Source: an optimization exercise on an open RTL-to-GDS flow (aim: small area). Production flows keep margins and buffers that such runs may drop. In this exercise RTL edits were held to simulation tests only and were not proved equivalent to the original. Power and IR drop assume default switching activity.

<file path="design/flow/run.sh">
#!/bin/bash
# synth_recipe.tcl (not shown) runs the flow's synth.tcl, then flattens the netlist and writes it again
# the make line also repeats each setting of config.mk as NAME=value (left out here)
make -C /OpenROAD-flow-scripts/flow DESIGN_CONFIG=/design/flow/config.mk WORK_HOME=/design/flow/orfs CLKGATE_MAP_FILE= SYNTH_SCRIPT=/design/flow/synth_recipe.tcl finish
</file>
<file path="design/flow/config.mk">
export PLATFORM = sky130hd
export DESIGN_NAME = DE2_115_Project_Top
export DESIGN_NICKNAME = DE2_115_Project_Top
export VERILOG_FILES = /design/flow/design.v
export SDC_FILE = /design/flow/constraint.sdc
export NUM_CORES = 4
export LEC_CHECK = 0
export CAP_MARGIN = 20
export CORE_MARGIN = 2
export CORE_UTILIZATION = 40
export SLEW_MARGIN = 20
</file>
<file path="design/flow/constraint.sdc">
create_clock -name core_clock -period 20.0 [get_ports {CLOCK_50}]
set_input_delay 4.0000 -clock core_clock [delete_from_list [all_inputs] [get_ports {CLOCK_50}]]
set_output_delay 4.0000 -clock core_clock [all_outputs]
set_load 0.01 [all_outputs]
</file>
<file path="design/flow/design.v">
module DE2_115_Project_Top (
    input  wire        CLOCK_50,
    input  wire        RST,       
    input  wire [3:0]  KEY,       
    input  wire [17:0] SW,
    output wire [7:0]  LCD_DATA,
    output wire        LCD_RS,
    output wire        LCD_RW,
    output wire        LCD_EN,
    output wire        LCD_ON,
    output wire        LCD_BLON
);
    assign LCD_ON   = 1'b1;
    assign LCD_BLON = 1'b1;
    assign LCD_RW   = 1'b0;
    wire clk = CLOCK_50;
    reg kp_last, ks_last;
    always @(posedge clk) begin
        kp_last <= ~KEY[0];
        ks_last <= ~KEY[1];
    end
    wire power_rel = kp_last & KEY[0];
    wire send_rel  = ks_last & KEY[1];
    localparam [3:0] ST_OFF1  = 4'd0,    
                     ST_OFF0  = 4'd1,    
                     ST_PWAIT = 4'd2,    
                     ST_QWAIT = 4'd3,    
                     ST_ISET  = 4'd4,    
                     ST_IPUL  = 4'd5,    
                     ST_IWAIT = 4'd6,    
                     ST_PRE   = 4'd7,    
                     ST_CMDE  = 4'd8,    
                     ST_CMDW  = 4'd9,    
                     ST_CHE   = 4'd10,   
                     ST_CHW   = 4'd11,   
                     ST_IDLE  = 4'd12;
    reg  [3:0]  st;
    reg  [19:0] cnt;
    reg  [4:0]  cp;           
    reg         m_splash, m_blank;
    reg  [7:0]  dbus;
    reg         rs_q, en_q;
    assign LCD_DATA = dbus;
    assign LCD_RS   = rs_q;
    assign LCD_EN   = en_q;
    function hit;
        input [19:0] c;
        input [19:0] k;
        hit = &(c | ~k);
    endfunction
    reg  [2:0]  op_l;
    reg  [3:0]  rd_l;
    reg  [3:0]  ra_l;         
    reg  [6:0]  im_l;         
    localparam [2:0] OP_LOAD = 3'd0, OP_ADD = 3'd1, OP_ADDI = 3'd2, OP_SUB = 3'd3,
                     OP_SUBI = 3'd4, OP_MUL = 3'd5, OP_CLEAR = 3'd6, OP_DPL = 3'd7;
    reg  [3:0]   ph;          
    reg  [255:0] rf;          
    reg  [15:0]  sc;          
    reg          dly;         
    reg          cy;
    reg          sign_q;
    reg  [3:0]   es;          
    reg  [3:0]   cntd;        
    localparam [3:0] ES_ABS = 4'd6, ES_SUB = 4'd7, ES_REST = 4'd8, ES_DONE = 4'd9, ES_WAIT = 4'd15;
    wire ph0  = (ph == 4'd0);
    wire ph15 = (ph == 4'd15);
    wire [15:0] taps;
    genvar gi;
    generate for (gi = 0; gi < 16; gi = gi + 1) begin : g_tap
        assign taps[gi] = rf[16*gi];
    end endgenerate
    wire addsub = (op_l == OP_ADD) || (op_l == OP_SUB);
    wire [3:0] raddr = (es == 4'd5 && addsub) ? im_l[6:3] : ra_l;
    wire port = taps[raddr];
    wire imbit = (ph[3:1] == 3'd0) ? im_l[ph[0]] :
                 (ph[3:1] == 3'd1) ? im_l[{2'b01, ph[0]}] :
                 (ph[3:1] == 3'd2) ? im_l[{2'b10, ph[0]}] : 1'b0;
    reg [15:0] kval;
    always @(*) begin
        if (cp[4:2] == 3'b111)
            case (cp[1:0])
                2'd0: kval = 16'd1000;
                2'd1: kval = 16'd100;
                2'd2: kval = 16'd10;
                default: kval = 16'd1;
            endcase
        else
            kval = 16'd10000;
    end
    wire kbit = kval[ph];
    reg mulbit;
    always @(*) begin
        case (es[2:0])
            3'd0: mulbit = im_l[5];
            3'd1: mulbit = im_l[4];
            3'd2: mulbit = im_l[3];
            3'd3: mulbit = im_l[2];
            3'd4: mulbit = im_l[1];
            default: mulbit = im_l[0];
        endcase
    end
    reg a_in, b_in, sub;
    always @(*) begin
        a_in = sc[0]; b_in = 1'b0; sub = 1'b0;
        if (es <= 4'd5) begin
            if (op_l == OP_MUL) begin
                a_in = (es == 4'd0) ? 1'b0 : (dly & ~ph0);
                b_in = mulbit & port;
                sub  = im_l[6];
            end else if (es != 4'd5) begin
                a_in = 1'b0;
                b_in = (op_l == OP_LOAD) ? 1'b0 : port;
            end else begin
                a_in = sc[0];
                case (op_l)
                    OP_LOAD, OP_ADDI: begin b_in = imbit; sub = im_l[6];  end
                    OP_SUBI:          begin b_in = imbit; sub = ~im_l[6]; end
                    OP_ADD:           begin b_in = port;  sub = 1'b0;     end
                    OP_SUB:           begin b_in = port;  sub = 1'b1;     end
                    default:          begin b_in = 1'b0;  sub = 1'b0;     end
                endcase
            end
        end else if (es == ES_ABS) begin
            a_in = 1'b0; b_in = sc[0]; sub = sign_q;
        end else if (es == ES_SUB) begin
            b_in = kbit; sub = 1'b1;
        end else if (es == ES_REST) begin
            b_in = kbit;
        end
    end
    wire bx   = b_in ^ sub;
    wire cin  = ph0 ? sub : cy;
    wire sum  = a_in ^ bx ^ cin;
    wire cout = (a_in & bx) | (a_in & cin) | (bx & cin);
    wire booting = (st == ST_OFF1) || (st == ST_PWAIT) || (st == ST_ISET) ||
                   (st == ST_IPUL) || (st == ST_IWAIT);
    wire clr = booting || (op_l == OP_CLEAR);
    wire wr  = (es == 4'd5);
    integer ri;
    always @(posedge clk) begin
        for (ri = 0; ri < 16; ri = ri + 1) begin
            rf[16*ri +: 15] <= rf[16*ri+1 +: 15];
            rf[16*ri+15]    <= clr ? 1'b0 : ((wr && rd_l == ri) ? sum : rf[16*ri]);
        end
        sc  <= {sum, sc[15:1]};
        dly <= sc[0];
        cy  <= cout;
    end
    reg [7:0] chr;
    reg [39:0] opstr;
    always @(*) begin
        case (op_l)
            3'd0: opstr = "LOAD ";
            3'd1: opstr = "ADD  ";
            3'd2: opstr = "ADDI ";
            3'd3: opstr = "SUB  ";
            3'd4: opstr = "SUBI ";
            3'd5: opstr = "MUL  ";
            3'd6: opstr = "CLEAR";
            default: opstr = "DPL  ";
        endcase
        if (m_splash) opstr = "---- ";
        chr = " ";
        if (m_blank) chr = " ";
        else if (!m_splash && op_l == OP_CLEAR) begin
            if (cp < 5) chr = opstr[8*(4-cp) +: 8];
        end else begin
            if (cp < 5) chr = opstr[8*(4-cp) +: 8];
            else if (cp == 10) chr = "[";
            else if (cp >= 11 && cp <= 14) chr = (rd_l[14-cp] && !m_splash) ? "1" : "0";
            else if (cp == 15) chr = "]";
            else if (cp == 26) chr = (sign_q && !m_splash) ? "-" : "+";
            else if (cp >= 27) chr = {4'b0011, m_splash ? 4'd0 : cntd};
        end
    end
    wire digit_wr = !m_blank && !m_splash && op_l != OP_CLEAR && (cp >= 27);
    always @(posedge clk) begin
        ph <= ph + 4'd1;
        cnt <= cnt + 20'd1;
        if (ph15) begin
            case (es)
                ES_WAIT: es <= 4'd0;
                4'd0, 4'd1, 4'd2, 4'd3, 4'd4: es <= es + 4'd1;
                4'd5: begin es <= ES_ABS; sign_q <= sum; end
                ES_ABS: es <= ES_SUB;
                ES_SUB: if (cout) cntd <= cntd + 4'd1; else es <= ES_REST;
                ES_REST: es <= ES_DONE;
                default: if (cntd == 4'd15) begin es <= ES_SUB; cntd <= 4'd0; end
            endcase
        end
        case (st)
            ST_OFF1: begin
                cp <= 5'd0; dbus <= 8'h00; rs_q <= 1'b0; en_q <= 1'b0;
                if (power_rel) begin
                    st <= ST_PWAIT; cnt <= 20'd0; m_splash <= 1'b1; m_blank <= 1'b0;
                end
            end
            ST_OFF0: begin
                cnt <= 20'd0;
                if (power_rel) begin
                    st <= ST_QWAIT; m_splash <= 1'b1; m_blank <= 1'b0;
                end else begin
                    st <= ST_OFF1; dbus <= 8'h00; rs_q <= 1'b0; en_q <= 1'b0;
                end
            end
            ST_PWAIT: if (hit(cnt, 20'd750002)) begin
                st <= ST_ISET; cnt <= 20'd0; dbus <= 8'h38;
            end
            ST_QWAIT: if (hit(cnt, 20'd997)) begin
                st <= ST_PRE; cnt <= 20'd0;
            end
            ST_ISET: begin
                st <= ST_IPUL; cnt <= 20'd0; en_q <= 1'b1;
            end
            ST_IPUL: if (hit(cnt, 20'd50)) begin
                st <= ST_IWAIT; cnt <= 20'd0; en_q <= 1'b0;
            end
            ST_IWAIT: if (hit(cnt, (cp[1:0] == 2'd2) ? 20'd90000 : 20'd2000)) begin
                cnt <= 20'd0;
                if (cp[1:0] == 2'd3) begin
                    st <= ST_PRE; cp <= 5'd0; dbus <= 8'h00;
                end else begin
                    st <= ST_ISET; cp <= cp + 5'd1;
                    case (cp[1:0])
                        2'd0: dbus <= 8'h0C;
                        2'd1: dbus <= 8'h01;
                        default: dbus <= 8'h06;
                    endcase
                end
            end
            ST_PRE: if (hit(cnt, m_blank ? 20'd4 : m_splash ? 20'd7 : 20'd5)) begin
                st <= ST_CMDE; cnt <= 20'd0;
                dbus <= 8'h01; rs_q <= 1'b0; en_q <= 1'b1;
            end
            ST_CMDE: if (hit(cnt, 20'd25)) begin
                st <= ST_CMDW; cnt <= 20'd0; en_q <= 1'b0;
            end
            ST_CMDW: if (hit(cnt, cp[4] ? 20'd2525 : 20'd80025)) begin
                st <= ST_CHE; cnt <= 20'd0;
                dbus <= chr; rs_q <= 1'b1; en_q <= 1'b1; cp <= cp + 5'd1;
                if (digit_wr) cntd <= 4'd15;
            end
            ST_CHE: if (hit(cnt, 20'd2475)) begin
                st <= ST_CHW; cnt <= 20'd0; en_q <= 1'b0;
            end
            ST_CHW: if (hit(cnt, (cp == 5'd16) ? 20'd2526 : (cp == 5'd0) ? 20'd2527 : 20'd2525)) begin
                cnt <= 20'd0;
                if (cp == 5'd16) begin
                    st <= ST_CMDE; dbus <= 8'hC0; rs_q <= 1'b0; en_q <= 1'b1;
                end else if (cp == 5'd0) begin
                    st <= m_blank ? ST_OFF0 : ST_IDLE;
                end else begin
                    st <= ST_CHE;
                    dbus <= chr; rs_q <= 1'b1; en_q <= 1'b1; cp <= cp + 5'd1;
                    if (digit_wr) cntd <= 4'd15;
                end
            end
            ST_IDLE: begin
                cnt <= 20'd0;
                if (power_rel) begin
                    st <= ST_PRE; m_blank <= 1'b1; m_splash <= 1'b0;
                end else if (send_rel) begin
                    st <= ST_PRE; m_blank <= 1'b0; m_splash <= 1'b0;
                    op_l <= SW[17:15];
                    rd_l <= SW[14:11];
                    ra_l <= (SW[17:15] == OP_DPL) ? SW[14:11] : SW[10:7];
                    im_l <= SW[6:0];
                    es   <= ES_WAIT;
                    cntd <= 4'd0;
                end
            end
            default: st <= ST_OFF1;
        endcase
        if (RST) begin
            st <= ST_OFF1;
            cp <= 5'd0;
            ph <= 4'd0;
            es <= ES_DONE;
            cntd <= 4'd0;
            op_l <= OP_LOAD;
            m_splash <= 1'b0;
            m_blank <= 1'b0;
            dbus <= 8'h00; rs_q <= 1'b0; en_q <= 1'b0;
        end
    end
endmodule
</file>
==> run summary <==
[cells by family (layout without fill, tap and decap cells)]
group | after synthesis | count (layout) | share of synthesized area
flip-flops | 348 | 348 | 0.6191
adder cells (fa/ha/maj) | 19 | 19 | 0.02130
AND/OR/NAND/NOR | 332 | 332 | 0.1463
other | 2 | 3 | 0.0006524
multiplexers | 29 | 29 | 0.02924
AO/OA/AOI/OAI | 232 | 232 | 0.1337
buffers and inverters | 79 | 123 | 0.02837
XOR/XNOR | 28 | 28 | 0.02130
[power breakdown]
part	total [uW]	switching, uW	leakage [uW]	internal, uW
Combinational	156	93.2	0.00149	63.3
Clock	659	265	0.000569	394
Sequential	735	26.3	0.00282	708
Total	1550	385	0.00488	1170
[placed cells by master (no fill, tap or decap), types with 11 or more instances in the layout]
| master | synthesis | final |
|---|---|---|
| dfxtp_1 | 332 | 332 |
| nor2_1 | 94 | 93 |
| nand2_1 | 80 | 80 |
| a21oi_1 | 59 | 59 |
| o21ai_0 | 46 | 46 |
| nand3_1 | 41 | 41 |
| clkbuf_16 | 0 | 36 |
| clkdlybuf4s50_1 | 0 | 31 |
| inv_1 | 25 | 25 |
| mux2i_1 | 19 | 19 |
| nor3_1 | 18 | 18 |
| ha_1 | 18 | 18 |
| xor2_1 | 17 | 17 |
| nor2b_1 | 16 | 16 |
| edfxtp_1 | 16 | 16 |
| a21boi_0 | 14 | 14 |
| nand2b_1 | 13 | 13 |
| a31oi_1 | 13 | 13 |
| nand4_1 | 12 | 12 |
| xnor2_1 | 11 | 11 |
[through the flow]
step                      instance area [sq um]  worst slack [ns]  hold WS, ns
after floorplan                           11510             14.16       0.3096
after global placement                    12110             13.47       0.3097
after detailed placement                  12110             13.41       0.3121
after CTS                                 13300             13.94       0.3080
after global routing                      13300             14.16       0.3194
final                                     13300             14.27       0.3034
[critical path: cells and delay by family]
family,cells,cell delay (ns)
compound gates,1,0.07
simple gates,5,1.66
buf+inv,1,0.43
[synth_stat cells (9+ instances only)]
| master | instances | area (sq um) |
|---|---|---|
| dfxtp_1 | 332 | 6646 |
| clkbuf_1 | 38 | 142.6 |
| nor2b_1 | 16 | 100.1 |
| edfxtp_1 | 16 | 480.5 |
| and3_1 | 10 | 62.56 |
| inv_1 | 25 | 93.84 |
| a21boi_0 | 14 | 105.1 |
| nor2_1 | 94 | 352.8 |
| a31oi_1 | 13 | 81.33 |
| nand3_1 | 41 | 205.2 |
| a21oi_1 | 59 | 295.3 |
| nand2_1 | 80 | 300.3 |
| o21ai_0 | 46 | 230.2 |
| xor2_1 | 17 | 148.9 |
| ha_1 | 18 | 225.2 |
| nor3_1 | 18 | 90.09 |
| mux2i_1 | 19 | 190.2 |
| o211ai_1 | 9 | 67.56 |
| nand2b_1 | 13 | 81.33 |
| nand4_1 | 12 | 75.07 |
| xnor2_1 | 11 | 96.34 |
[final cells by class]
class / instances / area (sq um) / share of cell area
Timing Repair Buffer: 34 / 332.8 / 0.02502
Clock inverter: 12 / 190.2 / 0.01430
Clock buffer: 50 / 1003 / 0.07543
Inverter: 27 / 101.3 / 0.007618
Sequential cell: 348 / 7127 / 0.5357
Multi-Input combinational cell: 643 / 4069 / 0.3058
Tap cell: 384 / 480.5 / 0.03611
[per-layer routing]
metal,vias to the layer above,wire length (um)
met5,-,0
met4,0,558
met3,47,1070
met2,182,10300
met1,3684,11120
li1,3802,-
[how the worst max path moves through the flow]
stage | endpoint | cells past startpoint | slack (ns)
2_1_floorplan | es[3] | 7 | 14.16
3_3_place_gp | es[3] | 7 | 13.47
3_5_place_dp | es[3] | 7 | 13.41
4_1_cts | es[3] | 7 | 13.94
5_1_grt | es[3] | 7 | 14.16
6_report | es[3] | 7 | 14.27
[state kept, by name, summed over array words and instances, names as in the netlist, 3 cells and up]
| register | flops |
|---|---|
| op_l | 3 |
| rf | 256 |
| ra_l | 4 |
| sc | 16 |
| cnt | 20 |
| cntd | 4 |
| ph | 4 |
| st | 4 |
| rd_l | 4 |
| es | 4 |
| cp | 5 |
| dbus | 8 |
| im_l | 7 |
==> metrics.md <==
| Metric | Value |
|---|---|
| CTS tree | `done` |
| Initial Util | `0.4032` |
| CTS Root Cell | `clkbuf_16` |
| Routing usage on met3 | `0.03114` |
| Non-filler instance count after layout | `1498` |
| Post-synth ARST share | `0` |
| Register area share after synthesis | `0.6191` |
| First drt pass iteration count | `5` |
| Hold Crit Start | `rf[246]` |
| GRT Util Overall | `0.1528` |
| Cts repair resizes | `0` |
| Initial antenna violation count | `0` |
| Remaining antenna violation count after routing | `0` |
| Global Route met1 Usage | `0.2073` |
| Cell Area, Synth | `0.01151 sq mm` |
| FF-to-FF setup slack | `14.93 ns` |
| Flops & latches, synth | `348` |
| GP Congestion | `0.8316` |
| Crit Path Class | `in -> reg` |
| Grt total ovfl | `0` |
| Reg2Reg Depth | `16` |
| Drc violations | `0` |
| Reg2reg start | `cp[0]` |
| FP Rows | `62` |
| Average wire per standard cell | `15.39 um` |
| Die extent in x | `173.6 um` |
| Synthesized area per cell | `10.77 sq um` |
| WP data arrival | `6.17 ns` |
| Crit-path slowest cell | `nor2_4` |
| Delay of the slowest critical-path stage | `0.66 ns` |
| Req. time, crit path | `20.44 ns` |
| CTS Hold Bufs | `0` |
| Die Height | `173.6 um` |
| FMAX | `174.6 MHz` |
| Placed cells | `1436` |
| Worst min-delay path class | `reg -> reg` |
| Hpwl dp | `15640 um` |
| Top_reg_cell synth | `dfxtp_1` |
| Pwr Total | `1550 uW` |
| H-tree depth | `2` |
| CP Launch Type | `input pin` |
| Number of inserted diodes | `0` |
| Drt first-iter violations | `555` |
| CP endpoint kind | `flip-flop` |
| Reg-to-Reg End | `cntd[3]` |
| Number of flops mapped to enable cells by yosys | `16` |
| Final period util | `0.2864` |
| Pins Over Slew Limit | `0` |
| RSZ-0062 raised after global routing | `false` |
| Setup violations, final | `0` |
| Leak | `0.004879 uW` |
| Slew @ Worst Pin | `0.8564 ns` |
| CTS clk-pin slew, worst paths | `0.06 ns` |
| Core area | `0.02855 sq mm` |
| Outcome | `complete, no violations` |
| Port bufs | `31` |
| Routed WL | `23050 um` |
| Vias in the first global route | `7470` |
| P&R area growth vs syn | `15.58%` |
| Largest net degree at the start of global routing | `30` |
| Post-CTS setup buffer count | `0` |
| TritonCTS Buffers | `35` |
| Post-DR vias/cell | `5.150` |
| Worst-path cell chain | `clkdlybuf4s50_1 -> nand2_1 -> nand4_1 -> nor2_4 -> or2_2 -> nor2_1 -> o21ai_0` |
| Setup TNS | `0 ns` |
| Die outline area | `0.03015 sq mm` |
| Via count | `7715` |
| First-pass GRT wire length | `37740 um` |
| Max clock buf depth | `3` |
| Tmin final | `5.727 ns` |
| Share of layout cells above drive strength 1 | `0.07271` |
| Yosys synthesis warning count | `1` |
| Utilization after layout | `0.4660` |
| Power Density | `116.5 mW/mm^2` |
| Max_slew headroom | `0.4283` |
| Filler instances | `2746` |
| Hold Path Sink | `rf[245]` |
| Final net count | `1132` |
| Netlist cell types | `81` |
| Clock Skew | `0.02322 ns` |
| Gr busiest metal | `met2` |
| Final number of hold-violating endpoints | `0` |
| Routing usage on met2 | `0.2435` |
| Max IR drop VDD | `0.00008313 V` |
| Clk Latency, worst-skew pair | `0.53 ns` |
| CP max FO | `20` |
| Io pins | `37` |
| Cells after Synth | `1069` |
| Hold Path Depth | `0` |
| Maxcap violations | `0` |
| Clock tree sinks | `348` |
| Worst setup path start | `KEY[0]` |

separate check: timing with driven ports:
Ports are ideal in the flow. The routed layout listed here was re-timed in OpenROAD. Step 1, drivers: a clkbuf_16 drives CLOCK_50 and a buf_2 each remaining input, both assumed. Step 2 also shifts input and output timing later by t, the mid clock arrival at the registers, as if the neighbouring blocks saw the same clock. Three values: no drivers, after step 1, after step 2; two values: the first two.
t, ns: 0.560
setup slack, ns: 14.273 / 14.294 / 13.734
worst setup path at the end: input to register
After both steps this run still meets setup and hold. For this run, drivers alone change the setup slack by +0.021 ns; drivers and shift together by -0.539 ns.
